Source: an optimization exercise on an open RTL-to-GDS flow (aim: small area and a short achievable clock period). Production flows keep margins and buffers that such runs may drop. No run shown here included a check of the RTL's function; only the layout flow was run. Power and IR drop assume default switching activity.

==> flow/design.v <==
module pipe_cut
#( parameter
        W = 1,
        EN = 1
) (
    input wire clk,
    input wire [W-1:0] d,
    output wire [W-1:0] q
);
    generate
        if (EN) begin : r
            reg [W-1:0] q_r;
            always @(posedge clk) q_r <= d;
            assign q = q_r;
        end
        else begin : w
            assign q = d;
        end
    endgenerate
endmodule
module int2fp_bfloat16 (
    input wire [15:0] mag,
    output wire [3:0] lz,
    output wire [14:0] frac
);
    wire [15:0] t1, t2, t3, t4;
    assign lz[3] = ~|mag[15:8];
    assign t1 = lz[3] ? {mag[7:0], 8'd0} : mag;
    assign lz[2] = ~|t1[15:12];
    assign t2 = lz[2] ? {t1[11:0], 4'd0} : t1;
    assign lz[1] = ~|t2[15:14];
    assign t3 = lz[1] ? {t2[13:0], 2'd0} : t2;
    assign lz[0] = ~t3[15];
    assign t4 = lz[0] ? {t3[14:0], 1'b0} : t3;
    assign frac = t4[14:0];
endmodule
module fp_mult_8x8 (
    input wire [6:0] a,
    input wire [6:0] b,
    output wire [15:0] x,
    output wire [15:0] y
);
    wire qm_1 = (a[0] & b[6]) ^ (a[1] & b[5]);
    wire qm_2 = (a[0] & b[6]) & (a[1] & b[5]);
    wire qm_3 = a[0] ^ b[0] ^ (a[1] & b[6]);
    wire qm_4 = (a[0] & b[0]) | (a[0] & (a[1] & b[6])) | (b[0] & (a[1] & b[6]));
    wire qm_5 = (a[2] & b[5]) ^ (a[3] & b[4]);
    wire qm_6 = (a[2] & b[5]) & (a[3] & b[4]);
    wire qm_7 = a[1] ^ b[1] ^ (a[2] & b[6]);
    wire qm_8 = (a[1] & b[1]) | (a[1] & (a[2] & b[6])) | (b[1] & (a[2] & b[6]));
    wire qm_9 = (a[3] & b[5]) ^ (a[4] & b[4]);
    wire qm_10 = (a[3] & b[5]) & (a[4] & b[4]);
    wire qm_11 = a[2] ^ b[2] ^ (a[3] & b[6]);
    wire qm_12 = (a[2] & b[2]) | (a[2] & (a[3] & b[6])) | (b[2] & (a[3] & b[6]));
    wire qm_13 = (a[0] & b[4]) ^ (a[1] & b[3]);
    wire qm_14 = (a[0] & b[4]) & (a[1] & b[3]);
    wire qm_15 = (a[0] & b[5]) ^ (a[1] & b[4]) ^ (a[2] & b[3]);
    wire qm_16 = ((a[0] & b[5]) & (a[1] & b[4])) | ((a[0] & b[5]) & (a[2] & b[3])) | ((a[1] & b[4]) & (a[2] & b[3]));
    wire qm_17 = (a[3] & b[2]) ^ (a[4] & b[1]);
    wire qm_18 = (a[3] & b[2]) & (a[4] & b[1]);
    wire qm_19 = qm_1 ^ (a[2] & b[4]) ^ (a[3] & b[3]);
    wire qm_20 = (qm_1 & (a[2] & b[4])) | (qm_1 & (a[3] & b[3])) | ((a[2] & b[4]) & (a[3] & b[3]));
    wire qm_21 = (a[4] & b[2]) ^ (a[5] & b[1]) ^ (a[6] & b[0]);
    wire qm_22 = ((a[4] & b[2]) & (a[5] & b[1])) | ((a[4] & b[2]) & (a[6] & b[0])) | ((a[5] & b[1]) & (a[6] & b[0]));
    wire qm_23 = qm_3 ^ qm_5 ^ (a[4] & b[3]);
    wire qm_24 = (qm_3 & qm_5) | (qm_3 & (a[4] & b[3])) | (qm_5 & (a[4] & b[3]));
    wire qm_25 = (a[5] & b[2]) ^ (a[6] & b[1]) ^ qm_2;
    wire qm_26 = ((a[5] & b[2]) & (a[6] & b[1])) | ((a[5] & b[2]) & qm_2) | ((a[6] & b[1]) & qm_2);
    wire qm_27 = qm_7 ^ qm_9 ^ (a[5] & b[3]);
    wire qm_28 = (qm_7 & qm_9) | (qm_7 & (a[5] & b[3])) | (qm_9 & (a[5] & b[3]));
    wire qm_29 = (a[6] & b[2]) ^ qm_4 ^ qm_6;
    wire qm_30 = ((a[6] & b[2]) & qm_4) | ((a[6] & b[2]) & qm_6) | (qm_4 & qm_6);
    wire qm_31 = qm_11 ^ (a[4] & b[5]) ^ (a[5] & b[4]);
    wire qm_32 = (qm_11 & (a[4] & b[5])) | (qm_11 & (a[5] & b[4])) | ((a[4] & b[5]) & (a[5] & b[4]));
    wire qm_33 = (a[6] & b[3]) ^ qm_8 ^ qm_10;
    wire qm_34 = ((a[6] & b[3]) & qm_8) | ((a[6] & b[3]) & qm_10) | (qm_8 & qm_10);
    wire qm_35 = a[3] ^ b[3] ^ (a[4] & b[6]);
    wire qm_36 = (a[3] & b[3]) | (a[3] & (a[4] & b[6])) | (b[3] & (a[4] & b[6]));
    wire qm_37 = (a[5] & b[5]) ^ (a[6] & b[4]) ^ qm_12;
    wire qm_38 = ((a[5] & b[5]) & (a[6] & b[4])) | ((a[5] & b[5]) & qm_12) | ((a[6] & b[4]) & qm_12);
    wire qm_39 = a[4] ^ b[4] ^ (a[5] & b[6]);
    wire qm_40 = (a[4] & b[4]) | (a[4] & (a[5] & b[6])) | (b[4] & (a[5] & b[6]));
    wire qm_41 = (a[0] & b[3]) ^ (a[1] & b[2]);
    wire qm_42 = (a[0] & b[3]) & (a[1] & b[2]);
    wire qm_43 = qm_13 ^ (a[2] & b[2]) ^ (a[3] & b[1]);
    wire qm_44 = (qm_13 & (a[2] & b[2])) | (qm_13 & (a[3] & b[1])) | ((a[2] & b[2]) & (a[3] & b[1]));
    wire qm_45 = qm_15 ^ qm_17 ^ (a[5] & b[0]);
    wire qm_46 = (qm_15 & qm_17) | (qm_15 & (a[5] & b[0])) | (qm_17 & (a[5] & b[0]));
    wire qm_47 = qm_19 ^ qm_21 ^ qm_16;
    wire qm_48 = (qm_19 & qm_21) | (qm_19 & qm_16) | (qm_21 & qm_16);
    wire qm_49 = qm_23 ^ qm_25 ^ qm_20;
    wire qm_50 = (qm_23 & qm_25) | (qm_23 & qm_20) | (qm_25 & qm_20);
    wire qm_51 = qm_27 ^ qm_29 ^ qm_24;
    wire qm_52 = (qm_27 & qm_29) | (qm_27 & qm_24) | (qm_29 & qm_24);
    wire qm_53 = qm_31 ^ qm_33 ^ qm_28;
    wire qm_54 = (qm_31 & qm_33) | (qm_31 & qm_28) | (qm_33 & qm_28);
    wire qm_55 = qm_35 ^ qm_37 ^ qm_32;
    wire qm_56 = (qm_35 & qm_37) | (qm_35 & qm_32) | (qm_37 & qm_32);
    wire qm_57 = qm_39 ^ (a[6] & b[5]) ^ qm_36;
    wire qm_58 = (qm_39 & (a[6] & b[5])) | (qm_39 & qm_36) | ((a[6] & b[5]) & qm_36);
    wire qm_59 = a[5] ^ b[5] ^ (a[6] & b[6]);
    wire qm_60 = (a[5] & b[5]) | (a[5] & (a[6] & b[6])) | (b[5] & (a[6] & b[6]));
    wire qm_61 = (a[0] & b[2]) ^ (a[1] & b[1]);
    wire qm_62 = (a[0] & b[2]) & (a[1] & b[1]);
    wire qm_63 = qm_41 ^ (a[2] & b[1]) ^ (a[3] & b[0]);
    wire qm_64 = (qm_41 & (a[2] & b[1])) | (qm_41 & (a[3] & b[0])) | ((a[2] & b[1]) & (a[3] & b[0]));
    wire qm_65 = qm_43 ^ (a[4] & b[0]) ^ qm_42;
    wire qm_66 = (qm_43 & (a[4] & b[0])) | (qm_43 & qm_42) | ((a[4] & b[0]) & qm_42);
    wire qm_67 = qm_45 ^ qm_14 ^ qm_44;
    wire qm_68 = (qm_45 & qm_14) | (qm_45 & qm_44) | (qm_14 & qm_44);
    wire qm_69 = qm_47 ^ qm_18 ^ qm_46;
    wire qm_70 = (qm_47 & qm_18) | (qm_47 & qm_46) | (qm_18 & qm_46);
    wire qm_71 = qm_49 ^ qm_22 ^ qm_48;
    wire qm_72 = (qm_49 & qm_22) | (qm_49 & qm_48) | (qm_22 & qm_48);
    wire qm_73 = qm_51 ^ qm_26 ^ qm_50;
    wire qm_74 = (qm_51 & qm_26) | (qm_51 & qm_50) | (qm_26 & qm_50);
    wire qm_75 = qm_53 ^ qm_30 ^ qm_52;
    wire qm_76 = (qm_53 & qm_30) | (qm_53 & qm_52) | (qm_30 & qm_52);
    wire qm_77 = qm_55 ^ qm_34 ^ qm_54;
    wire qm_78 = (qm_55 & qm_34) | (qm_55 & qm_54) | (qm_34 & qm_54);
    wire qm_79 = qm_57 ^ qm_38 ^ qm_56;
    wire qm_80 = (qm_57 & qm_38) | (qm_57 & qm_56) | (qm_38 & qm_56);
    wire qm_81 = qm_59 ^ qm_40 ^ qm_58;
    wire qm_82 = (qm_59 & qm_40) | (qm_59 & qm_58) | (qm_40 & qm_58);
    wire qm_83 = a[6] ^ b[6] ^ qm_60;
    wire qm_84 = (a[6] & b[6]) | (a[6] & qm_60) | (b[6] & qm_60);
    assign x = {1'b0, 1'b1, qm_83, qm_81, qm_79, qm_77, qm_75, qm_73, qm_71, qm_69, qm_67, qm_65, qm_63, qm_61, (a[0] & b[1]), (a[0] & b[0])};
    assign y = {1'b0, qm_84, qm_82, qm_80, qm_78, qm_76, qm_74, qm_72, qm_70, qm_68, qm_66, qm_64, qm_62, (a[2] & b[0]), (a[1] & b[0]), 1'b0};
endmodule
module fp_mult_16x8 (
    input wire [14:0] a,
    input wire [6:0] b,
    output wire [8:0] xh,
    output wire [8:0] yh,
    output wire c15
);
    wire dm_1 = 1'b1 ^ (a[6] & b[0]) ^ (a[5] & b[1]);
    wire dm_2 = (1'b1 & (a[6] & b[0])) | (1'b1 & (a[5] & b[1])) | ((a[6] & b[0]) & (a[5] & b[1]));
    wire dm_3 = a[0] ^ (a[7] & b[0]) ^ (a[6] & b[1]);
    wire dm_4 = (a[0] & (a[7] & b[0])) | (a[0] & (a[6] & b[1])) | ((a[7] & b[0]) & (a[6] & b[1]));
    wire dm_5 = (a[5] & b[2]) ^ (a[4] & b[3]);
    wire dm_6 = (a[5] & b[2]) & (a[4] & b[3]);
    wire dm_7 = a[1] ^ (a[8] & b[0]) ^ (a[7] & b[1]);
    wire dm_8 = (a[1] & (a[8] & b[0])) | (a[1] & (a[7] & b[1])) | ((a[8] & b[0]) & (a[7] & b[1]));
    wire dm_9 = (a[6] & b[2]) ^ (a[5] & b[3]) ^ (a[4] & b[4]);
    wire dm_10 = ((a[6] & b[2]) & (a[5] & b[3])) | ((a[6] & b[2]) & (a[4] & b[4])) | ((a[5] & b[3]) & (a[4] & b[4]));
    wire dm_11 = a[2] ^ (a[9] & b[0]) ^ (a[8] & b[1]);
    wire dm_12 = (a[2] & (a[9] & b[0])) | (a[2] & (a[8] & b[1])) | ((a[9] & b[0]) & (a[8] & b[1]));
    wire dm_13 = (a[7] & b[2]) ^ (a[6] & b[3]) ^ (a[5] & b[4]);
    wire dm_14 = ((a[7] & b[2]) & (a[6] & b[3])) | ((a[7] & b[2]) & (a[5] & b[4])) | ((a[6] & b[3]) & (a[5] & b[4]));
    wire dm_15 = a[3] ^ (a[10] & b[0]) ^ (a[9] & b[1]);
    wire dm_16 = (a[3] & (a[10] & b[0])) | (a[3] & (a[9] & b[1])) | ((a[10] & b[0]) & (a[9] & b[1]));
    wire dm_17 = (a[8] & b[2]) ^ (a[7] & b[3]) ^ (a[6] & b[4]);
    wire dm_18 = ((a[8] & b[2]) & (a[7] & b[3])) | ((a[8] & b[2]) & (a[6] & b[4])) | ((a[7] & b[3]) & (a[6] & b[4]));
    wire dm_19 = a[4] ^ (a[11] & b[0]) ^ (a[10] & b[1]);
    wire dm_20 = (a[4] & (a[11] & b[0])) | (a[4] & (a[10] & b[1])) | ((a[11] & b[0]) & (a[10] & b[1]));
    wire dm_21 = (a[9] & b[2]) ^ (a[8] & b[3]) ^ (a[7] & b[4]);
    wire dm_22 = ((a[9] & b[2]) & (a[8] & b[3])) | ((a[9] & b[2]) & (a[7] & b[4])) | ((a[8] & b[3]) & (a[7] & b[4]));
    wire dm_23 = a[5] ^ (a[12] & b[0]) ^ (a[11] & b[1]);
    wire dm_24 = (a[5] & (a[12] & b[0])) | (a[5] & (a[11] & b[1])) | ((a[12] & b[0]) & (a[11] & b[1]));
    wire dm_25 = (a[10] & b[2]) ^ (a[9] & b[3]) ^ (a[8] & b[4]);
    wire dm_26 = ((a[10] & b[2]) & (a[9] & b[3])) | ((a[10] & b[2]) & (a[8] & b[4])) | ((a[9] & b[3]) & (a[8] & b[4]));
    wire dm_27 = a[6] ^ (a[13] & b[0]) ^ (a[12] & b[1]);
    wire dm_28 = (a[6] & (a[13] & b[0])) | (a[6] & (a[12] & b[1])) | ((a[13] & b[0]) & (a[12] & b[1]));
    wire dm_29 = (a[11] & b[2]) ^ (a[10] & b[3]) ^ (a[9] & b[4]);
    wire dm_30 = ((a[11] & b[2]) & (a[10] & b[3])) | ((a[11] & b[2]) & (a[9] & b[4])) | ((a[10] & b[3]) & (a[9] & b[4]));
    wire dm_31 = a[7] ^ (a[14] & b[0]) ^ (a[13] & b[1]);
    wire dm_32 = (a[7] & (a[14] & b[0])) | (a[7] & (a[13] & b[1])) | ((a[14] & b[0]) & (a[13] & b[1]));
    wire dm_33 = (a[12] & b[2]) ^ (a[11] & b[3]) ^ (a[10] & b[4]);
    wire dm_34 = ((a[12] & b[2]) & (a[11] & b[3])) | ((a[12] & b[2]) & (a[10] & b[4])) | ((a[11] & b[3]) & (a[10] & b[4]));
    wire dm_35 = a[8] ^ b[0] ^ (a[14] & b[1]);
    wire dm_36 = (a[8] & b[0]) | (a[8] & (a[14] & b[1])) | (b[0] & (a[14] & b[1]));
    wire dm_37 = (a[13] & b[2]) ^ (a[12] & b[3]) ^ (a[11] & b[4]);
    wire dm_38 = ((a[13] & b[2]) & (a[12] & b[3])) | ((a[13] & b[2]) & (a[11] & b[4])) | ((a[12] & b[3]) & (a[11] & b[4]));
    wire dm_39 = a[9] ^ b[1] ^ (a[14] & b[2]);
    wire dm_40 = (a[9] & b[1]) | (a[9] & (a[14] & b[2])) | (b[1] & (a[14] & b[2]));
    wire dm_41 = (a[13] & b[3]) ^ (a[12] & b[4]);
    wire dm_42 = (a[13] & b[3]) & (a[12] & b[4]);
    wire dm_43 = a[10] ^ b[2] ^ (a[14] & b[3]);
    wire dm_44 = (a[10] & b[2]) | (a[10] & (a[14] & b[3])) | (b[2] & (a[14] & b[3]));
    wire dm_45 = (a[4] & b[0]) ^ (a[3] & b[1]);
    wire dm_46 = (a[4] & b[0]) & (a[3] & b[1]);
    wire dm_47 = (a[5] & b[0]) ^ (a[4] & b[1]) ^ (a[3] & b[2]);
    wire dm_48 = ((a[5] & b[0]) & (a[4] & b[1])) | ((a[5] & b[0]) & (a[3] & b[2])) | ((a[4] & b[1]) & (a[3] & b[2]));
    wire dm_49 = (a[2] & b[3]) ^ (a[1] & b[4]);
    wire dm_50 = (a[2] & b[3]) & (a[1] & b[4]);
    wire dm_51 = dm_1 ^ (a[4] & b[2]) ^ (a[3] & b[3]);
    wire dm_52 = (dm_1 & (a[4] & b[2])) | (dm_1 & (a[3] & b[3])) | ((a[4] & b[2]) & (a[3] & b[3]));
    wire dm_53 = (a[2] & b[4]) ^ (a[1] & b[5]) ^ (a[0] & b[6]);
    wire dm_54 = ((a[2] & b[4]) & (a[1] & b[5])) | ((a[2] & b[4]) & (a[0] & b[6])) | ((a[1] & b[5]) & (a[0] & b[6]));
    wire dm_55 = dm_3 ^ dm_5 ^ (a[3] & b[4]);
    wire dm_56 = (dm_3 & dm_5) | (dm_3 & (a[3] & b[4])) | (dm_5 & (a[3] & b[4]));
    wire dm_57 = (a[2] & b[5]) ^ (a[1] & b[6]) ^ dm_2;
    wire dm_58 = ((a[2] & b[5]) & (a[1] & b[6])) | ((a[2] & b[5]) & dm_2) | ((a[1] & b[6]) & dm_2);
    wire dm_59 = dm_7 ^ dm_9 ^ (a[3] & b[5]);
    wire dm_60 = (dm_7 & dm_9) | (dm_7 & (a[3] & b[5])) | (dm_9 & (a[3] & b[5]));
    wire dm_61 = (a[2] & b[6]) ^ dm_4 ^ dm_6;
    wire dm_62 = ((a[2] & b[6]) & dm_4) | ((a[2] & b[6]) & dm_6) | (dm_4 & dm_6);
    wire dm_63 = dm_11 ^ dm_13 ^ (a[4] & b[5]);
    wire dm_64 = (dm_11 & dm_13) | (dm_11 & (a[4] & b[5])) | (dm_13 & (a[4] & b[5]));
    wire dm_65 = (a[3] & b[6]) ^ dm_8 ^ dm_10;
    wire dm_66 = ((a[3] & b[6]) & dm_8) | ((a[3] & b[6]) & dm_10) | (dm_8 & dm_10);
    wire dm_67 = dm_15 ^ dm_17 ^ (a[5] & b[5]);
    wire dm_68 = (dm_15 & dm_17) | (dm_15 & (a[5] & b[5])) | (dm_17 & (a[5] & b[5]));
    wire dm_69 = (a[4] & b[6]) ^ dm_12 ^ dm_14;
    wire dm_70 = ((a[4] & b[6]) & dm_12) | ((a[4] & b[6]) & dm_14) | (dm_12 & dm_14);
    wire dm_71 = dm_19 ^ dm_21 ^ (a[6] & b[5]);
    wire dm_72 = (dm_19 & dm_21) | (dm_19 & (a[6] & b[5])) | (dm_21 & (a[6] & b[5]));
    wire dm_73 = (a[5] & b[6]) ^ dm_16 ^ dm_18;
    wire dm_74 = ((a[5] & b[6]) & dm_16) | ((a[5] & b[6]) & dm_18) | (dm_16 & dm_18);
    wire dm_75 = dm_23 ^ dm_25 ^ (a[7] & b[5]);
    wire dm_76 = (dm_23 & dm_25) | (dm_23 & (a[7] & b[5])) | (dm_25 & (a[7] & b[5]));
    wire dm_77 = (a[6] & b[6]) ^ dm_20 ^ dm_22;
    wire dm_78 = ((a[6] & b[6]) & dm_20) | ((a[6] & b[6]) & dm_22) | (dm_20 & dm_22);
    wire dm_79 = dm_27 ^ dm_29 ^ (a[8] & b[5]);
    wire dm_80 = (dm_27 & dm_29) | (dm_27 & (a[8] & b[5])) | (dm_29 & (a[8] & b[5]));
    wire dm_81 = (a[7] & b[6]) ^ dm_24 ^ dm_26;
    wire dm_82 = ((a[7] & b[6]) & dm_24) | ((a[7] & b[6]) & dm_26) | (dm_24 & dm_26);
    wire dm_83 = dm_31 ^ dm_33 ^ (a[9] & b[5]);
    wire dm_84 = (dm_31 & dm_33) | (dm_31 & (a[9] & b[5])) | (dm_33 & (a[9] & b[5]));
    wire dm_85 = (a[8] & b[6]) ^ dm_28 ^ dm_30;
    wire dm_86 = ((a[8] & b[6]) & dm_28) | ((a[8] & b[6]) & dm_30) | (dm_28 & dm_30);
    wire dm_87 = dm_35 ^ dm_37 ^ (a[10] & b[5]);
    wire dm_88 = (dm_35 & dm_37) | (dm_35 & (a[10] & b[5])) | (dm_37 & (a[10] & b[5]));
    wire dm_89 = (a[9] & b[6]) ^ dm_32 ^ dm_34;
    wire dm_90 = ((a[9] & b[6]) & dm_32) | ((a[9] & b[6]) & dm_34) | (dm_32 & dm_34);
    wire dm_91 = dm_39 ^ dm_41 ^ (a[11] & b[5]);
    wire dm_92 = (dm_39 & dm_41) | (dm_39 & (a[11] & b[5])) | (dm_41 & (a[11] & b[5]));
    wire dm_93 = (a[10] & b[6]) ^ dm_36 ^ dm_38;
    wire dm_94 = ((a[10] & b[6]) & dm_36) | ((a[10] & b[6]) & dm_38) | (dm_36 & dm_38);
    wire dm_95 = dm_43 ^ (a[13] & b[4]) ^ (a[12] & b[5]);
    wire dm_96 = (dm_43 & (a[13] & b[4])) | (dm_43 & (a[12] & b[5])) | ((a[13] & b[4]) & (a[12] & b[5]));
    wire dm_97 = (a[11] & b[6]) ^ dm_40 ^ dm_42;
    wire dm_98 = ((a[11] & b[6]) & dm_40) | ((a[11] & b[6]) & dm_42) | (dm_40 & dm_42);
    wire dm_99 = a[11] ^ b[3] ^ (a[14] & b[4]);
    wire dm_100 = (a[11] & b[3]) | (a[11] & (a[14] & b[4])) | (b[3] & (a[14] & b[4]));
    wire dm_101 = (a[13] & b[5]) ^ (a[12] & b[6]) ^ dm_44;
    wire dm_102 = ((a[13] & b[5]) & (a[12] & b[6])) | ((a[13] & b[5]) & dm_44) | ((a[12] & b[6]) & dm_44);
    wire dm_103 = a[12] ^ b[4] ^ (a[14] & b[5]);
    wire dm_104 = (a[12] & b[4]) | (a[12] & (a[14] & b[5])) | (b[4] & (a[14] & b[5]));
    wire dm_105 = (a[3] & b[0]) ^ (a[2] & b[1]);
    wire dm_106 = (a[3] & b[0]) & (a[2] & b[1]);
    wire dm_107 = dm_45 ^ (a[2] & b[2]) ^ (a[1] & b[3]);
    wire dm_108 = (dm_45 & (a[2] & b[2])) | (dm_45 & (a[1] & b[3])) | ((a[2] & b[2]) & (a[1] & b[3]));
    wire dm_109 = dm_47 ^ dm_49 ^ (a[0] & b[5]);
    wire dm_110 = (dm_47 & dm_49) | (dm_47 & (a[0] & b[5])) | (dm_49 & (a[0] & b[5]));
    wire dm_111 = dm_51 ^ dm_53 ^ dm_48;
    wire dm_112 = (dm_51 & dm_53) | (dm_51 & dm_48) | (dm_53 & dm_48);
    wire dm_113 = dm_55 ^ dm_57 ^ dm_52;
    wire dm_114 = (dm_55 & dm_57) | (dm_55 & dm_52) | (dm_57 & dm_52);
    wire dm_115 = dm_59 ^ dm_61 ^ dm_56;
    wire dm_116 = (dm_59 & dm_61) | (dm_59 & dm_56) | (dm_61 & dm_56);
    wire dm_117 = dm_63 ^ dm_65 ^ dm_60;
    wire dm_118 = (dm_63 & dm_65) | (dm_63 & dm_60) | (dm_65 & dm_60);
    wire dm_119 = dm_67 ^ dm_69 ^ dm_64;
    wire dm_120 = (dm_67 & dm_69) | (dm_67 & dm_64) | (dm_69 & dm_64);
    wire dm_121 = dm_71 ^ dm_73 ^ dm_68;
    wire dm_122 = (dm_71 & dm_73) | (dm_71 & dm_68) | (dm_73 & dm_68);
    wire dm_123 = dm_75 ^ dm_77 ^ dm_72;
    wire dm_124 = (dm_75 & dm_77) | (dm_75 & dm_72) | (dm_77 & dm_72);
    wire dm_125 = dm_79 ^ dm_81 ^ dm_76;
    wire dm_126 = (dm_79 & dm_81) | (dm_79 & dm_76) | (dm_81 & dm_76);
    wire dm_127 = dm_83 ^ dm_85 ^ dm_80;
    wire dm_128 = (dm_83 & dm_85) | (dm_83 & dm_80) | (dm_85 & dm_80);
    wire dm_129 = dm_87 ^ dm_89 ^ dm_84;
    wire dm_130 = (dm_87 & dm_89) | (dm_87 & dm_84) | (dm_89 & dm_84);
    wire dm_131 = dm_91 ^ dm_93 ^ dm_88;
    wire dm_132 = (dm_91 & dm_93) | (dm_91 & dm_88) | (dm_93 & dm_88);
    wire dm_133 = dm_95 ^ dm_97 ^ dm_92;
    wire dm_134 = (dm_95 & dm_97) | (dm_95 & dm_92) | (dm_97 & dm_92);
    wire dm_135 = dm_99 ^ dm_101 ^ dm_96;
    wire dm_136 = (dm_99 & dm_101) | (dm_99 & dm_96) | (dm_101 & dm_96);
    wire dm_137 = dm_103 ^ (a[13] & b[6]) ^ dm_100;
    wire dm_138 = (dm_103 & (a[13] & b[6])) | (dm_103 & dm_100) | ((a[13] & b[6]) & dm_100);
    wire dm_139 = a[13] ^ b[5] ^ (a[14] & b[6]);
    wire dm_140 = (a[13] & b[5]) | (a[13] & (a[14] & b[6])) | (b[5] & (a[14] & b[6]));
    wire dm_141 = (a[2] & b[0]) ^ (a[1] & b[1]);
    wire dm_142 = (a[2] & b[0]) & (a[1] & b[1]);
    wire dm_143 = dm_105 ^ (a[1] & b[2]) ^ (a[0] & b[3]);
    wire dm_144 = (dm_105 & (a[1] & b[2])) | (dm_105 & (a[0] & b[3])) | ((a[1] & b[2]) & (a[0] & b[3]));
    wire dm_145 = dm_107 ^ (a[0] & b[4]) ^ dm_106;
    wire dm_146 = (dm_107 & (a[0] & b[4])) | (dm_107 & dm_106) | ((a[0] & b[4]) & dm_106);
    wire dm_147 = dm_109 ^ dm_46 ^ dm_108;
    wire dm_148 = (dm_109 & dm_46) | (dm_109 & dm_108) | (dm_46 & dm_108);
    wire dm_149 = dm_111 ^ dm_50 ^ dm_110;
    wire dm_150 = (dm_111 & dm_50) | (dm_111 & dm_110) | (dm_50 & dm_110);
    wire dm_151 = dm_113 ^ dm_54 ^ dm_112;
    wire dm_152 = (dm_113 & dm_54) | (dm_113 & dm_112) | (dm_54 & dm_112);
    wire dm_153 = dm_115 ^ dm_58 ^ dm_114;
    wire dm_154 = (dm_115 & dm_58) | (dm_115 & dm_114) | (dm_58 & dm_114);
    wire dm_155 = dm_117 ^ dm_62 ^ dm_116;
    wire dm_156 = (dm_117 & dm_62) | (dm_117 & dm_116) | (dm_62 & dm_116);
    wire dm_157 = dm_119 ^ dm_66 ^ dm_118;
    wire dm_158 = (dm_119 & dm_66) | (dm_119 & dm_118) | (dm_66 & dm_118);
    wire dm_159 = dm_121 ^ dm_70 ^ dm_120;
    wire dm_160 = (dm_121 & dm_70) | (dm_121 & dm_120) | (dm_70 & dm_120);
    wire dm_161 = dm_123 ^ dm_74 ^ dm_122;
    wire dm_162 = (dm_123 & dm_74) | (dm_123 & dm_122) | (dm_74 & dm_122);
    wire dm_163 = dm_125 ^ dm_78 ^ dm_124;
    wire dm_164 = (dm_125 & dm_78) | (dm_125 & dm_124) | (dm_78 & dm_124);
    wire dm_165 = dm_127 ^ dm_82 ^ dm_126;
    wire dm_166 = (dm_127 & dm_82) | (dm_127 & dm_126) | (dm_82 & dm_126);
    wire dm_167 = dm_129 ^ dm_86 ^ dm_128;
    wire dm_168 = (dm_129 & dm_86) | (dm_129 & dm_128) | (dm_86 & dm_128);
    wire dm_169 = dm_131 ^ dm_90 ^ dm_130;
    wire dm_170 = (dm_131 & dm_90) | (dm_131 & dm_130) | (dm_90 & dm_130);
    wire dm_171 = dm_133 ^ dm_94 ^ dm_132;
    wire dm_172 = (dm_133 & dm_94) | (dm_133 & dm_132) | (dm_94 & dm_132);
    wire dm_173 = dm_135 ^ dm_98 ^ dm_134;
    wire dm_174 = (dm_135 & dm_98) | (dm_135 & dm_134) | (dm_98 & dm_134);
    wire dm_175 = dm_137 ^ dm_102 ^ dm_136;
    wire dm_176 = (dm_137 & dm_102) | (dm_137 & dm_136) | (dm_102 & dm_136);
    wire dm_177 = dm_139 ^ dm_104 ^ dm_138;
    wire dm_178 = (dm_139 & dm_104) | (dm_139 & dm_138) | (dm_104 & dm_138);
    wire dm_179 = a[14] ^ b[6] ^ dm_140;
    wire dm_180 = (a[14] & b[6]) | (a[14] & dm_140) | (b[6] & dm_140);
    wire [14:0] xl = {dm_165, dm_163, dm_161, dm_159, dm_157, dm_155, dm_153, dm_151, dm_149, dm_147, dm_145, dm_143, dm_141, (a[1] & b[0]), (a[0] & b[0])};
    wire [14:0] yl = {dm_164, dm_162, dm_160, dm_158, dm_156, dm_154, dm_152, dm_150, dm_148, dm_146, dm_144, dm_142, (a[0] & b[2]), (a[0] & b[1]), 1'b0};
    wire [15:0] low = {1'b0, xl} + {1'b0, yl};
    assign c15 = low[15];
    assign xh = {1'b0, 1'b1, dm_179, dm_177, dm_175, dm_173, dm_171, dm_169, dm_167};
    assign yh = {1'b0, dm_180, dm_178, dm_176, dm_174, dm_172, dm_170, dm_168, dm_166};
endmodule
module fp_mult_sum9 (
    input wire [6:0] xh,
    input wire [7:0] yh,
    input wire c,
    output wire [8:0] s
);
    wire da_2 = xh[0] ^ yh[0];
    wire da_1 = xh[0] & yh[0];
    wire da_4 = xh[1] ^ yh[1];
    wire da_3 = xh[1] & yh[1];
    wire da_6 = xh[2] ^ yh[2];
    wire da_5 = xh[2] & yh[2];
    wire da_8 = xh[3] ^ yh[3];
    wire da_7 = xh[3] & yh[3];
    wire da_10 = xh[4] ^ yh[4];
    wire da_9 = xh[4] & yh[4];
    wire da_12 = xh[5] ^ yh[5];
    wire da_11 = xh[5] & yh[5];
    wire da_14 = xh[6] ^ yh[6];
    wire da_13 = xh[6] & yh[6];
    wire da_16 = 1'b1 ^ yh[7];
    wire da_15 = 1'b1 & yh[7];
    wire da_17 = da_1 | (da_2 & c);
    wire da_18 = da_3 | (da_4 & da_17);
    wire da_19 = da_4 & da_2;
    wire da_20 = da_7 | (da_8 & da_5);
    wire da_21 = da_8 & da_6;
    wire da_22 = da_11 | (da_12 & da_9);
    wire da_23 = da_12 & da_10;
    wire da_24 = da_15 | (da_16 & da_13);
    wire da_25 = da_16 & da_14;
    wire da_26 = da_5 | (da_6 & da_18);
    wire da_27 = da_6 & da_19;
    wire da_28 = da_20 | (da_21 & da_18);
    wire da_29 = da_21 & da_19;
    wire da_30 = da_13 | (da_14 & da_22);
    wire da_31 = da_14 & da_23;
    wire da_32 = da_24 | (da_25 & da_22);
    wire da_33 = da_25 & da_23;
    wire da_34 = da_9 | (da_10 & da_28);
    wire da_35 = da_10 & da_29;
    wire da_36 = da_22 | (da_23 & da_28);
    wire da_37 = da_23 & da_29;
    wire da_38 = da_30 | (da_31 & da_28);
    wire da_39 = da_31 & da_29;
    wire da_40 = da_32 | (da_33 & da_28);
    wire da_41 = da_33 & da_29;
    wire da_42 = 1'b0 & da_40;
    wire da_43 = 1'b0 & da_41;
    wire da_44 = da_2 ^ c;
    wire da_45 = da_4 ^ da_17;
    wire da_46 = da_6 ^ da_18;
    wire da_47 = da_8 ^ da_26;
    wire da_48 = da_10 ^ da_28;
    wire da_49 = da_12 ^ da_34;
    wire da_50 = da_14 ^ da_36;
    wire da_51 = da_16 ^ da_38;
    wire da_52 = 1'b0 ^ da_40;
    assign s = {da_52, da_51, da_50, da_49, da_48, da_47, da_46, da_45, da_44};
endmodule
module fp2int_bfloat16 (
    input wire [16:0] man,
    input wire [4:0] amt,
    output wire [15:0] r
);
    wire [16:0] s = man >> amt;
    assign r = s[15:0];
endmodule
module dequantization
#( parameter
        CUT = 6'b010110    
) (
    input wire clk,
    input wire [15:0] in_data,
    input wire [15:0] mask,         
    input wire [15:0] sel,          
    input wire [6:0] scale_man,
    input wire scale_sign,
    input wire scale_zero,          
    input wire [7:0] scale_exp15,   
    output wire [15:0] out_data
);
    wire [15:0] d;
    pipe_cut #(16, CUT[0]) c0 (clk, in_data, d);
    wire sign_a = |(d & sel);
    wire zero_a = (d == 16'd0) | scale_zero;
    wire [15:0] mag_a = sign_a ? ((~d & mask) + 16'd1) : d;
    wire [15:0] mag_b;
    wire sgn_b, zero_b;
    pipe_cut #(18, CUT[1]) c1 (clk, {mag_a, sign_a ^ scale_sign, zero_a}, {mag_b, sgn_b, zero_b});
    wire [3:0] lz_b;
    wire [14:0] frac_b;
    int2fp_bfloat16 norm (mag_b, lz_b, frac_b);
    wire [14:0] frac_c;
    wire [6:0] man_c;
    wire [3:0] lz_c;
    wire sgn_c, zero_c;
    pipe_cut #(28, CUT[2]) c2 (clk, {frac_b, zero_b ? 7'd0 : scale_man, lz_b, sgn_b, zero_b},
        {frac_c, man_c, lz_c, sgn_c, zero_c});
    wire [8:0] xh_c, yh_c;
    wire c15_c;
    fp_mult_16x8 mul (frac_c, man_c, xh_c, yh_c, c15_c);
    wire [6:0] xh_d;
    wire [7:0] yh_d;
    wire c15_d;
    wire [3:0] lz_d;
    wire sgn_d, zero_d;
    pipe_cut #(22, CUT[3]) c3 (clk, {xh_c[6:0], yh_c[7:0], c15_c, lz_c, sgn_c, zero_c},
        {xh_d, yh_d, c15_d, lz_d, sgn_d, zero_d});
    wire [8:0] s_d;
    fp_mult_sum9 add (xh_d, yh_d, c15_d, s_d);
    wire [8:0] s_e;
    wire [3:0] lz_e;
    wire sgn_e, zero_e;
    pipe_cut #(15, CUT[4]) c4 (clk, {s_d, lz_d, sgn_d, zero_d}, {s_e, lz_e, sgn_e, zero_e});
    wire hi = s_e[8];
    wire [6:0] man_e = hi ? s_e[7:1] : s_e[6:0];
    wire [7:0] exp0_e = scale_exp15 - {4'd0, lz_e};
    wire [7:0] exp1_e = exp0_e + 8'd1;
    wire [7:0] exp_e = hi ? exp1_e : exp0_e;
    wire [15:0] res_e = zero_e ? {1'b0, sgn_e, 14'd0} : {sgn_e, exp_e, man_e};
    pipe_cut #(16, CUT[5]) c5 (clk, res_e, out_data);
endmodule
module quantization
#( parameter
        CUT = 5'b10110    
) (
    input wire clk,
    input wire [15:0] in_data,
    input wire [4:0] bw,
    input wire [4:0] bw16,          
    input wire [4:0] bw17,          
    input wire [1:0] zero_res,      
    input wire [6:0] scale_man,
    input wire scale_sign,
    input wire scale_zero,          
    input wire scale_man_zero,      
    input wire [7:0] scale_exp3,    
    input wire [4:0] scale_exp13,   
    output wire [15:0] out_data
);
    wire [15:0] v;
    pipe_cut #(16, CUT[0]) c0 (clk, in_data, v);
    wire [15:0] x_a, y_a;
    fp_mult_8x8 mul (v[6:0], scale_man, x_a, y_a);
    wire [7:0] t_a = v[14:7] + scale_exp3;
    wire [4:0] u_a = scale_exp13 - v[11:7];           
    wire lt = (t_a[7:5] == 3'd0) && (t_a[4:0] < bw);
    wire le = (t_a[7:5] == 3'd0) && (t_a[4:0] <= bw);
    wire zero_a = (v[14:7] == 8'd0) | scale_zero;
    wire sgn_a = v[15] ^ scale_sign;
    wire vz_a = (v[6:0] == 7'd0) & scale_man_zero & (t_a == 8'd130);
    wire [4:0] amt1_a = (zero_a | (t_a == 8'd255)) ? 5'd31 : (lt ? u_a : bw17);
    wire [4:0] amt0_a = (zero_a | vz_a) ? 5'd31 : (le ? u_a : bw16);
    wire [1:0] zr_a = (zero_a & sgn_a) ? zero_res : 2'd0;
    wire neg_a = sgn_a & ~zero_a;
    wire [13:0] x_b;
    wire [13:0] y_b;
    wire [4:0] amt1_b, amt0_b;
    wire [1:0] zr_b;
    wire neg_b;
    pipe_cut #(41, CUT[1]) c1 (clk, {x_a[13:0], y_a[14:1], amt1_a, amt0_a, zr_a, neg_a},
        {x_b, y_b, amt1_b, amt0_b, zr_b, neg_b});
    wire [15:0] p_b = {2'b01, x_b} + {1'b0, y_b, 1'b0};
    wire [15:0] p_c;
    wire [4:0] amt1_c, amt0_c;
    wire [1:0] zr_c;
    wire neg_c;
    pipe_cut #(29, CUT[2]) c2 (clk, {p_b, amt1_b, amt0_b, zr_b, neg_b}, {p_c, amt1_c, amt0_c, zr_c, neg_c});
    wire [4:0] amt_c = p_c[15] ? amt1_c : amt0_c;
    wire [15:0] r_c;
    fp2int_bfloat16 f2i ({p_c, 1'b0}, amt_c, r_c);
    wire [15:0] r_d;
    wire [1:0] zr_d;
    wire neg_d;
    pipe_cut #(19, CUT[3]) c3 (clk, {r_c, zr_c, neg_c}, {r_d, zr_d, neg_d});
    wire [15:0] m_d = {r_d[15:2], r_d[1:0] | zr_d};
    wire [15:0] res_d = neg_d ? (~m_d + 16'd1) : m_d;
    pipe_cut #(16, CUT[4]) c4 (clk, res_d, out_data);
endmodule
module nconv_top
#( parameter
        LANES = 4,
        DEQ_CUT = 6'b011110,
        Q_CUT = 5'b01010
) (
    input wire clk, rstn,
    input wire activate,
    input wire [4:0] bitwidth,
    input wire [15:0] scale_fp,
    input wire [15:0] inv_scale_fp,
    input wire deq_in_valid,
    input wire [(LANES*16)-1:0] deq_in_data,
    output wire deq_out_valid,
    output wire [(LANES*16)-1:0] deq_out_data,
    input wire q_in_valid,
    input wire [(LANES*16)-1:0] q_in_data,
    output wire q_out_valid,
    output wire [(LANES*16)-1:0] q_out_data
);
    localparam integer ND = 0 + DEQ_CUT[0] + DEQ_CUT[1] + DEQ_CUT[2] + DEQ_CUT[3] + DEQ_CUT[4] + DEQ_CUT[5];
    localparam integer NQ = 0 + Q_CUT[0] + Q_CUT[1] + Q_CUT[2] + Q_CUT[3] + Q_CUT[4];
    reg rstn_intern;
    wire start = rstn & activate & ~rstn_intern;
    always @(posedge clk) rstn_intern <= rstn & activate;
    reg [4:0] bw;
    reg deq_sign, deq_zero;
    reg [6:0] deq_man;
    reg [7:0] deq_exp15;
    reg q_sign, q_zero, q_man_zero;
    reg [6:0] q_man;
    reg [7:0] q_exp3;
    always @(posedge clk) begin
        if (start) begin
            bw <= bitwidth;
            deq_sign <= scale_fp[15];
            deq_zero <= scale_fp[14:7] == 8'd0;
            deq_man <= scale_fp[6:0];
            deq_exp15 <= scale_fp[14:7] + 8'd15;
            q_sign <= inv_scale_fp[15];
            q_zero <= inv_scale_fp[14:7] == 8'd0;
            q_man_zero <= inv_scale_fp[6:0] == 7'd0;
            q_man <= inv_scale_fp[6:0];
            q_exp3 <= inv_scale_fp[14:7] + 8'd3;
        end
    end
    wire [15:0] mask, sel;
    genvar i;
    generate
        for (i = 0; i < 16; i = i + 1) begin : dec
            assign mask[i] = bw > i;
            assign sel[i] = bw == i + 1;
        end
    endgenerate
    wire [4:0] bw16 = 5'd16 - bw;
    wire [4:0] bw17 = 5'd17 - bw;
    wire [1:0] zero_res = (bw[4:1] != 4'd0) ? 2'd2 : {1'b0, bw[0]};
    wire [4:0] q_exp13 = 5'd16 - q_exp3[4:0];
    reg [ND-1:0] deq_v;
    reg [NQ-1:0] q_v;
    always @(posedge clk) begin
        deq_v <= {ND{rstn_intern}} & {deq_v, deq_in_valid};
        q_v <= {NQ{rstn_intern}} & {q_v, q_in_valid};
    end
    assign deq_out_valid = deq_v[ND-1];
    assign q_out_valid = q_v[NQ-1];
    genvar l;
    generate
        for (l = 0; l < LANES; l = l + 1) begin : lane
            dequantization #(.CUT(DEQ_CUT)) dequants (
                clk, deq_in_data[l*16 +: 16],
                mask, sel, deq_man, deq_sign, deq_zero, deq_exp15,
                deq_out_data[l*16 +: 16]);
            quantization #(.CUT(Q_CUT)) quants (
                clk, q_in_data[l*16 +: 16],
                bw, bw16, bw17, zero_res, q_man, q_sign, q_zero, q_man_zero, q_exp3, q_exp13,
                q_out_data[l*16 +: 16]);
        end
    endgenerate
endmodule
==> flow/flow/run.sh <==
#!/bin/bash
# The standard layout, with every input and output port buffered by the
# smallest buffer (buf_1) instead of the one buffer_ports picks by itself.
set -euo pipefail
echo 'export BUFFER_PORTS_ARGS = -buffer_cell sky130_fd_sc_hd__buf_1' >> config.mk
bash standard.sh > standard.log 2>&1
==> flow/standard.sh <==
#!/bin/bash
# synth_recipe.tcl (not shown) runs the flow's synth.tcl, then flattens the netlist and writes it again
# the make line also repeats each setting of config.mk as NAME=value (left out here)
make -C /OpenROAD-flow-scripts/flow DESIGN_CONFIG=/design/flow/config.mk WORK_HOME=/design/flow/orfs CLKGATE_MAP_FILE= SYNTH_SCRIPT=/design/flow/synth_recipe.tcl "${@:-finish}"
==> flow/config.mk <==
export PLATFORM = sky130hd
export DESIGN_NAME = nconv_top
export DESIGN_NICKNAME = nconv_top
export VERILOG_FILES = /design/flow/design.v
export SDC_FILE = /design/flow/constraint.sdc
export NUM_CORES = 4
export LEC_CHECK = 0
export ABC_CLOCK_PERIOD_IN_PS = 4000
export CAP_MARGIN = 0
export CORE_MARGIN = 2
export CORE_UTILIZATION = 60
export PLACE_DENSITY = 0.75
export SETUP_SLACK_MARGIN = 2.5
export SLEW_MARGIN = 0
export BUFFER_PORTS_ARGS = -buffer_cell sky130_fd_sc_hd__buf_1
==> flow/constraint.sdc <==
create_clock -name core_clock -period 6.5 [get_ports {clk}]
set_input_delay 1.3000 -clock core_clock [delete_from_list [all_inputs] [get_ports {clk}]]
set_output_delay 1.3000 -clock core_clock [all_outputs]
set_load 0.01 [all_outputs]
==> impl_metrics.yaml, run 1 <==
run_status:
  status: "finished clean"
clocking:
  tritoncts: "built"
  cts-root-buf: "clkbuf_16"
  ctsHtreeMaxLevel: 3
  ctsLongestPathBuffers: 3
  clock_latency_ps: 630
  cts_buffers: 72
  clk_pin_slew_worst_paths_ps: 70
  tritoncts_num_sinks: 619
route:
  drt_first_pass_iters: 14
  via_per_instance_ratio: 5.79
  total_detailed_routing_wirelength_um: 134000
  detail_route.iter0.violations: 3306
  final_antenna_net_count: 0
  num_vias: 39706
  drcViolationCount: 0
  wl_per_cell_um: 19.5
power_and_ir_drop:
  share_of_total_power_consumed_by_net_switching: 0.425
  p_switching_mw: 9.14
  cell_internal_pwr_mw: 12.4
  pwr-share-comb: 0.543
  sequentialPowerShare: 0.259
  ir_drop_uv: 207
  part_of_the_total_power_dissipated_in_the_clock_network: 0.199
  p_leak_nw: 25.6
  powerDensity_nw_per_um2: 384
critical_path:
  slowest_delay_ps: 570
  timing.critical_path.buf_inv: 5
  r2r_end: "lane[1].quants.c3.r.q_r[5]"
  setup.worst_path.start_class: "flip-flop"
  r2r_slack_ps: 2620
  path_delay_family: "adder cells"
  cell_seen_most_often_among_critical_path_stages: "buf_4"
  crit_fanout: 4
  critPathRequiredTime_ps: 5200
  regToRegStartpoint: "lane[1].quants.c1.r.q_r[28]"
  slowest_stage: "fa_2"
  rr_worst_depth: 13
  timing.critical_path.to_type: "output port"
  crit_path_cell_trace: "inv_4, buf_4, ha_4, inv_2, fa_2, buf_4, nand2_1, nor3_4, nand3b_1, nor3_2, xnor2_1, o21ai_1, buf_2"
  cp_num_cells: 13
  ws_path_type: "reg2out"
  arrival_time_at_the_worst_endpoint_ps: 3160
global_routing:
  maximum_number_of_pins_on_one_net_before_global_route_repair: 41
  wire_length_of_the_first_global_routing_pass_um: 208000
  grt_remaining_overflow: 0
  antenna_found_initial: 41
  grt_use_total: 0.307
  number_of_global_route_vias_before_repair: 38641
sta:
  worst_slew_pin_slew_ps: 1220
  fin_crit_ps: 4460
  max_clock_freq_mhz: 224
  final-max-slew-violation-count: 0
  final_min_period_over_clock_period: 0.686
  timing.clock.skew_ps: 21.8
  setup_viol: 0
  grt_setup_unrepaired: "true"
  final.hold.worst_slack_ps: 319
  setup_tns_ps: 0
  relSlewSlack: 0.184
  report.final.hold_viol_count: 0
synthesis:
  dominant_cell_by_count_in_the_synthesized_netlist: "inv_1"
  ys_warn_count: 7
  syn-cell-area_um2: 49500
  yosysSeqAreaShare: 0.259
  synth.ff_latch_count: 619
  yosysTopAreaCellShare: 0.234
  synth.net_count: 6362
  ys_async_rst_share: 0
  netlist_instances: 5347
  yosysTopAreaCell: "dfxtp_1"
  ys.flop_type: "dfxtp_1"
  post_synth_edffs: 40
  postSynthAreaPerCell_um2: 9.25
  post_synth_main_area_contributors: "dfxtp_1 (23%), fa_1 (20%), ha_1 (8.7%), inv_1 (5.0%), and2_1 (4.8%)"
  synth_cell_types: 107
  synth_commonest_cells: "inv_1 (665), dfxtp_1 (579), fa_1 (500)"
hold_path:
  min_delay_endpoint: "lane[1].dequants.c4.r.q_r[1]"
  worst_hold_startpoint: "lane[1].dequants.c3.r.q_r[1]"
  hold_path_depth: 0
  worst_hold_path_type: "reg2reg"
floorplanning:
  start_util: 0.604
  dieArea_um2: 84800
  die_height_um: 291
  core_region_area_um2: 81800
  row_count: 105
  floorplan.io_pins: 300
  die_span_in_x_um: 291
placed_design:
  port_buffers: 299
  gp_routability_congestion: 0.964
  placed_area_um2: 51500
  dpl.hpwl_um: 101000
cells_and_area:
  multi_input_comb_area_um2: 34400
  finalCoreUtilization: 0.685
  flow.area_growth_from_synthesis_pct: 13.3
  register_area_um2: 12900
  finish.instance_area_um2: 56000
  drive_above_1_share: 0.103
  fillers: 6398
  finish.net_count: 6716
flow_run:
  maxCapViolations: 0
final cells by class:
type,count,share of cell area
Antenna cell,25,0.00112
Clock buffer,92,0.0370
Clock inverter,40,0.00804
Inverter,674,0.0455
Multi-Input combinational cell,3902,0.614
Sequential cell,619,0.231
Tap cell,1070,0.0239
Timing Repair Buffer,432,0.0400
registers in the layout (all words and copies together) (netlist names):
register                cells
bw                          5
deq_exp15                   8
deq_man                     7
deq_sign                    1
deq_v                       4
deq_zero                    1
lane.dequants.c1.r.q_r     72
lane.dequants.c2.r.q_r    112
lane.dequants.c3.r.q_r     88
lane.dequants.c4.r.q_r     60
lane.quants.c1.r.q_r      164
lane.quants.c3.r.q_r       76
q_exp3                      8
q_man                       7
q_man_zero                  1
q_sign                      1
q_v                         2
q_zero                      1
rstn_intern                 1
what timing repair did:
action                                  4_1_cts  5_1_grt
cloned                                        1        0
resized for setup                           164      147
hold buffers                                  0        0
pin swaps                                    45       73
setup buffers                                45       65
endpoints found under the setup margin       52       84
metal layers:
layer	routed length (µm)	GRT usage	vias to the layer above
li1	-	-	18573
met1	55100	0.400	19263
met2	62900	0.505	1494
met3	10600	0.0689	346
met4	4810	0.102	30
met5	195	0	-
worst max-delay path by stage:
stage,slack [ps],end,from
floorplan,2380,lane[0].dequants.c3.r.q_r[6],lane[0].dequants.c2.r.q_r[8]
global placement,2090,lane[1].quants.c1.r.q_r[4],q_in_data[23]
detailed placement,2000,lane[0].dequants.c3.r.q_r[6],lane[0].dequants.c2.r.q_r[9]
CTS,2160,deq_out_data[62],deq_exp15[0]
global route,1930,deq_out_data[62],deq_exp15[0]
finish,2040,deq_out_data[46],deq_exp15[0]
stage by stage:
step	instances	setup WS [ps]	power, mW
floorplan	5347	2380	13.7
global placement	6586	2090	16.2
detailed placement	6586	2000	16.5
CTS	6764	2160	21.1
global route	6839	1930	23.4
finish	6854	2040	21.5
cells in the final DEF (no fill, tap or decap), drive strengths merged, types with 34 or more instances in the layout:
cell and n:
buf 432, nand2b 47, fa 500, nor4 56, xor2 64, clkbuf 92
xnor2 162, nor2b 63, dfxtp 579, edfxtp 40, nand2 454, o21ai 184
a21o 76, or3 34, inv 682, a31oi 37, a21oi 228, mux2 56
mux2i 204, a211oi 37, nor3 121, ha 345, nor2 350, and2 377
nand3 71
power groups by stage:
stage          Clock, mW  Sequential, mW  Combinational [mW]
3_5_place_dp           0            5.59                10.9
4_1_cts             4.34            5.53                11.2
2_1_floorplan          0            5.22                8.49
6_report            4.27            5.56                11.7
5_1_grt             4.49            5.65                13.2
3_3_place_gp           0            5.56                10.6
cells by family after synthesis:
kind of cell,synth area share
AOI/OAI and AO/OA,0.115
and+or+nand+nor,0.175
DFF,0.259
adders and majority gates,0.290
buffers and inverters,0.0648
muxes,0.0568
xor gates and xnor gates,0.0400
==> run 2: changes to the inputs <==
--- a/flow/config.mk
+++ b/flow/config.mk
@@ -6,10 +6,10 @@
 export NUM_CORES = 4
 export LEC_CHECK = 0
-export ABC_CLOCK_PERIOD_IN_PS = 4000
+export ABC_CLOCK_PERIOD_IN_PS = 3500
 export CAP_MARGIN = 0
 export CORE_MARGIN = 2
 export CORE_UTILIZATION = 60
 export PLACE_DENSITY = 0.75
-export SETUP_SLACK_MARGIN = 2.5
+export SETUP_SLACK_MARGIN = 3.0
 export SLEW_MARGIN = 0
 export BUFFER_PORTS_ARGS = -buffer_cell sky130_fd_sc_hd__buf_1
==> impl_metrics.yaml, run 2 <==
cells_and_area:
  finalNonFillerCells: 6944
  final_common_cell: "inv_1"
  mostFrequentLayoutCells: "inv_1 (648), dfxtp_1 (525), fa_1 (488), nand2_1 (430), and2_1 (364)"
  largest_register_ff_count: 164
  drive_above_1_share: 0.154
  largest_register: "lane.quants.c1.r.q_r"
  flow.area_growth_from_synthesis_pct: 17.2
  finish.net_count: 6807
  reg.largest.list: "lane.quants.c1.r.q_r (164), lane.dequants.c2.r.q_r (112), lane.dequants.c3.r.q_r (88)"
synthesis:
  post_synth_main_area_contributors: "dfxtp_1 (23%), fa_1 (20%), ha_1 (8.7%), inv_1 (5.0%), and2_1 (4.8%)"
  dominant_cell_by_count_in_the_synthesized_netlist: "inv_1"
  ys_async_rst_share: 0
  synth.ff_latch_count: 619
  syn-cell-area_um2: 49500
  synth_commonest_cells: "inv_1 (665), dfxtp_1 (579), fa_1 (500)"
  synth.net_count: 6362
  synth_cell_types: 107
  yosysTopAreaCellShare: 0.234
  postSynthAreaPerCell_um2: 9.25
  ys.flop_type: "dfxtp_1"
  yosysTopAreaCell: "dfxtp_1"
  post_synth_edffs: 40
  ys_warn_count: 7
  yosysSeqAreaShare: 0.259
  netlist_instances: 5347
clocking:
  tritoncts: "built"
  cts_buffers: 71
  tritoncts_num_sinks: 619
  ctsLongestPathBuffers: 3
  clk_pin_slew_worst_paths_ps: 60
  clock_latency_ps: 620
  cts-root-buf: "clkbuf_16"
  cts.hold.buffers_added: 0
  ctsHtreeMaxLevel: 3
run_status:
  status: "finished clean"
power_and_ir_drop:
  powerDensity_nw_per_um2: 385
  sequentialPowerShare: 0.251
  p_switching_mw: 9.35
  cell_internal_pwr_mw: 12.9
  ir_drop_uv: 242
  p_leak_nw: 26.5
  share_of_total_power_consumed_by_net_switching: 0.420
  part_of_the_total_power_dissipated_in_the_clock_network: 0.194
  pwr-share-comb: 0.555
floorplanning:
  row_count: 105
  floorplan.io_pins: 300
  die_span_in_x_um: 291
  dieArea_um2: 84800
  die_height_um: 291
  core_region_area_um2: 81800
  start_util: 0.604
critical_path:
  crit_fanout: 4
  critPathRequiredTime_ps: 5200
  timing.critical_path.to_type: "output port"
  ws_path_type: "reg2out"
  arrival_time_at_the_worst_endpoint_ps: 3120
  setup.worst_path.start_class: "flip-flop"
global_routing:
  grt_remaining_overflow: 0
  grt_use_total: 0.312
  number_of_global_route_vias_before_repair: 39875
  antenna_found_initial: 40
  maximum_number_of_pins_on_one_net_before_global_route_repair: 41
  wire_length_of_the_first_global_routing_pass_um: 212000
placed_design:
  port_buffers: 299
  dpl.hpwl_um: 101000
  placed_cells: 6589
  gp_routability_congestion: 0.995
sta:
  report.final.hold_viol_count: 0
  final-max-slew-violation-count: 0
  worst_slew_pin_slew_ps: 1060
  grt_setup_unrepaired: "true"
  timing.clock.skew_ps: 22.5
  setup_viol: 0
  max_clock_freq_mhz: 226
  fin_crit_ps: 4420
  setup_tns_ps: 0
  final.hold.worst_slack_ps: 320
  final_min_period_over_clock_period: 0.680
  relSlewSlack: 0.286
hold_path:
  worst_hold_path_type: "reg2reg"
flow_run:
  maxCapViolations: 0
route:
  drt_first_pass_iters: 6
  via_per_instance_ratio: 5.82
  drcViolationCount: 0
  detail_route.iter0.violations: 3300
  wl_per_cell_um: 19.8
  num_vias: 40386
  total_detailed_routing_wirelength_um: 137000
  final_antenna_net_count: 0
[run 2: critical path, stage by stage, from the launching register on]
cell      delay, ps
edfxtp_1        450
buf_6           170
ha_1            300
nor2b_1         140
o21a_1          200
o21ai_2         150
nand2b_1        110
nor2_2          200
xnor2_2         140
nor3_2          200
xor2_1           90
nor2_1          190
buf_2           180
[run 2: layer usage]
| metal | track usage | routed length [µm] | vias to the layer above |
|---|---|---|---|
| met5 | 0 | 195 | - |
| met4 | 0.115 | 4910 | 32 |
| met3 | 0.0593 | 10500 | 344 |
| met2 | 0.524 | 66000 | 1560 |
| met1 | 0.402 | 55500 | 19678 |
| li1 | - | - | 18772 |
[run 2: worst paths after layout]
check / start / endpoint / slack [ps] / cells after the start
setup / recovery: deq_exp15[1] / deq_out_data[45] / 2080 / 12
hold / removal: lane[3].dequants.c3.r.q_r[1] / lane[3].dequants.c4.r.q_r[1] / 320 / 0
setup reg to reg: lane[1].dequants.c2.r.q_r[10] / lane[1].dequants.c3.r.q_r[6] / 2670 / 16
hold reg to reg: lane[3].dequants.c3.r.q_r[1] / lane[3].dequants.c4.r.q_r[1] / 320 / 0
[run 2: cell families after synthesis]
logic type | count (synthesis) | synth area share
buffers and inverters | 827 | 0.0648
DFF | 619 | 0.259
adders and majority gates | 845 | 0.290
xor gates and xnor gates | 226 | 0.0400
muxes | 266 | 0.0568
and+or+nand+nor | 1709 | 0.175
AOI/OAI and AO/OA | 855 | 0.115
[run 2: repair_timing]
item | 4_1_cts | 5_1_grt
resized for setup | 294 | 235
pin swaps | 100 | 127
setup endpoints to repair | 200 | 200
setup buffers | 110 | 88
cloned | 2 | 0
endpoints found under the hold margin | 0 | 0
[run 2: area by class of cell]
class / count / area [µm²]
Antenna cell: 26 / 65.1
Clock buffer: 88 / 1980
Clock inverter: 41 / 563
Fill cell: 6154 / 23900
Inverter: 674 / 2560
Multi-Input combinational cell: 3902 / 35400
Sequential cell: 619 / 13000
Tap cell: 1070 / 1340
Timing Repair Buffer: 524 / 3060
[run 2: power groups by stage]
stage / logic (mW) / clock network, mW / registers, mW
after floorplan: 8.52 / 0 / 5.22
after global placement: 10.6 / 0 / 5.57
after detailed placement: 11.0 / 0 / 5.59
after CTS: 11.7 / 4.41 / 5.54
after global routing: 14.0 / 4.54 / 5.68
final: 12.4 / 4.33 / 5.58
[run 2: through the flow]
step,setup WS (ps),area [µm²],total power [mW],util
after floorplan,2650,49900,13.7,-
after global placement,2320,51800,16.2,0.633
after detailed placement,2120,51800,16.5,0.633
after CTS,2130,56200,21.6,0.687
after global routing,1940,57900,24.2,0.708
final,2080,58000,22.3,0.708

-- what the ideal ports hide --
No port has a modelled driver above. Below, the same layouts with a new extraction and two added sets of constraints.
Step 1, drivers: a clkbuf_16 drives clk and a buf_2 each remaining input, both assumed.
Step 2 adds t to the input delays and takes it off the output delays; t is the mean of the earliest and latest rising clock arrival at the registers after step 1. Input paths then give back, and output paths get back, about the clock's delay inside the block.
Three values: no drivers, after step 1, after step 2; two values: the first two.
run	shift t [ns]	slack for setup (ns)	worst setup path after step 2
run 1	0.689	2.043 / 1.973 / 2.038	input to register
run 2	0.684	2.078 / 2.005 / 2.316	input to register
After both steps setup and hold are still met in every run listed. The setup slack of run 1, which loses most, moves by -0.070 ns with the drivers and by -0.005 ns with both steps.
